Source: an optimization exercise on an open RTL-to-GDS flow (aim: small area and a short achievable clock period). Production flows keep margins and buffers that such runs may drop.
Function was checked by simulation only, so behaviour that the tests miss may differ from the original.
The clock input has no modelled driver; a real chip could not lean on it and would need a root buffer or a full tree.

Setup of run 1:
## mult_top
module mult_top (
    input             clk,
    input      [31:0] mplier,
    input      [31:0] mcand,
    output     [63:0] product
);
    reg  [31:0] mplier_q;
    reg  [31:0] mcand_q;
    reg  [63:0] product_q;
    wire [63:0] product_d;
    signed_array_mplier #(.N(32)) u_mult (
        .mplier (mplier_q),
        .mcand  (mcand_q),
        .product(product_d)
    );
    always @(posedge clk) begin
        mplier_q  <= mplier;
        mcand_q   <= mcand;
        product_q <= product_d;
    end
    assign product = product_q;
endmodule
For scale: ~2600 cells after synthesis, roughly 130 flip-flops, roughly 130 I/O pins, about 0.025 mm2 of cells after synthesis.
export LEC_CHECK = 0
export ABC_AREA = 1
export CAP_MARGIN = 20
export CORE_MARGIN = 2
export CORE_UTILIZATION = 40
export SLEW_MARGIN = 20
export SYNTH_HIERARCHICAL = 1
export SYNTH_MINIMUM_KEEP_SIZE = 0
create_clock -name core_clock -period 28.0 [get_ports {clk}]
standard.sh (not shown) runs the stock make flow with config.mk's settings and CLKGATE_MAP_FILE= SYNTH_SCRIPT=/design/flow/synth_recipe.tcl, a recipe that flattens the netlist after the stock synthesis.
==> flow/flow/run.sh <==
#!/bin/bash
# Own layout flow: the standard flow (standard.sh) with the standard
# synthesis unchanged, then the layout steps with
#  - plain buffers (buf_2) on the ports,
#  - a two-level balanced clock tree (flow/cts_own.tcl) in place of ORFS's CTS,
#  - repair_timing aiming at a slack margin below the fixed clock period, so
#    that it sizes and buffers the multiplier's critical paths.
# The output of each make run is in make_*.log here; each step's log is in
# orfs/logs/.
set -euo pipefail
export OWN_FLOW_DIR=$(pwd)/flow
bash standard.sh synth > make_synth.log 2>&1
bash standard.sh \
  SETUP_SLACK_MARGIN=21.45 \
  "BUFFER_PORTS_ARGS=-buffer_cell sky130_fd_sc_hd__buf_2" \
  PRE_CTS_TCL=$OWN_FLOW_DIR/cts_own.tcl \
  finish > make_finish.log 2>&1
Other scripts of this flow, unchanged in this note and not shown: flow/flow/cts_own.tcl
Relative to run 1, the following input files were edited for run 2:
--- a/flow/flow/run.sh
+++ b/flow/flow/run.sh
@@ -14 +14 @@
-  SETUP_SLACK_MARGIN=21.45 \
+  SETUP_SLACK_MARGIN=21.5 \
## What came out
- Compared with run 1, in run 2 cell count roughly the same, part of the cycle the worst path needs roughly the same, multi-input gate share of total cell area lower.
- Compared run 2 against run 1; setup slack within noise.
- Status: aggregate routed wire length parity (run 2, run 1)
- Diff run 2..run 1 | utilization after layout | negligible
#### Input delta (run 3 over run 2)
--- a/flow/flow/run.sh
+++ b/flow/flow/run.sh
@@ -14 +14 @@
-  SETUP_SLACK_MARGIN=21.5 \
+  SETUP_SLACK_MARGIN=21.6 \
## What came out
- Run 3 has relative slew slack below what run 2 had.
Modified inputs, run 4 compared to run 3
--- a/flow/flow/run.sh
+++ b/flow/flow/run.sh
@@ -14 +14 @@
-  SETUP_SLACK_MARGIN=21.6 \
+  SETUP_SLACK_MARGIN=21.3 \
[summary]
No run among run 3 and run 4 stopped early or left any final violation; all are clean.
Routed wire length delta for run 4 relative to run 3: about 4% lower
Looking at global-route wire length before repair, run 4 sits below run 3.
Per the comparison of run 4 with run 3, number of gates given a new drive strength after cts now smaller.
Delta (run 4 minus run 3): port buffer count now sits at about the same level; total number of vias went down.
Inputs modified between run 4 and run 5:
--- a/flow/flow/run.sh
+++ b/flow/flow/run.sh
@@ -14 +14 @@
-  SETUP_SLACK_MARGIN=21.3 \
+  SETUP_SLACK_MARGIN=21.75 \
==> comparison <==
- Between run 5 and run 4, the slew at the pin with the worst max-slew slack is lower for run 5.
- [compare] base=run 4 new=run 5: wire length now larger, number of vias per cell after detailed routing now larger.
- Delta(wire length of the first global-routing pass, run 5 - run 4) > 0
- Compared with run 4, in run 5 hold slack went down 0.033 ns, fraction of area in registers went down 0.38 points.
No run of this note takes its clock network from TritonCTS; it comes from the design's own scripts or RTL.

[re-timing with driven ports]
The results above use ideal ports. As a check the final layouts listed here were re-extracted and re-timed, cells and wires unchanged.
Step 1 assumes that a clkbuf_16 drives the clock port and a buf_2 every other input.
Step 2 times the ports against the registers' clock, not the clock port: input delays grow and output delays shrink by t, the midpoint of the rising clock arrivals with the driver on.
Slacks: no drivers / after step 1 / after step 2; pairs: no drivers / after step 1.
| run | t, ns | setup WS [ns] | worst register clock-pin slew, ns | pins driven straight from the clock port |
|---|---|---|---|---|
| run 1 | 0.429 | 21.628 / 21.504 / 21.723 | 0.09 / 0.09 | 4 |
| run 2 | 0.429 | 21.629 / 21.506 / 21.743 | 0.09 / 0.09 | 4 |
| run 3 | 0.428 | 21.635 / 21.512 / 21.743 | 0.09 / 0.09 | 4 |
| run 4 | 0.427 | 21.559 / 21.504 / 21.559 | 0.10 / 0.10 | 4 |
| run 5 | 0.429 | 21.633 / 21.511 / 21.870 | 0.10 / 0.10 | 4 |
After both steps setup and hold are still met in every run listed.
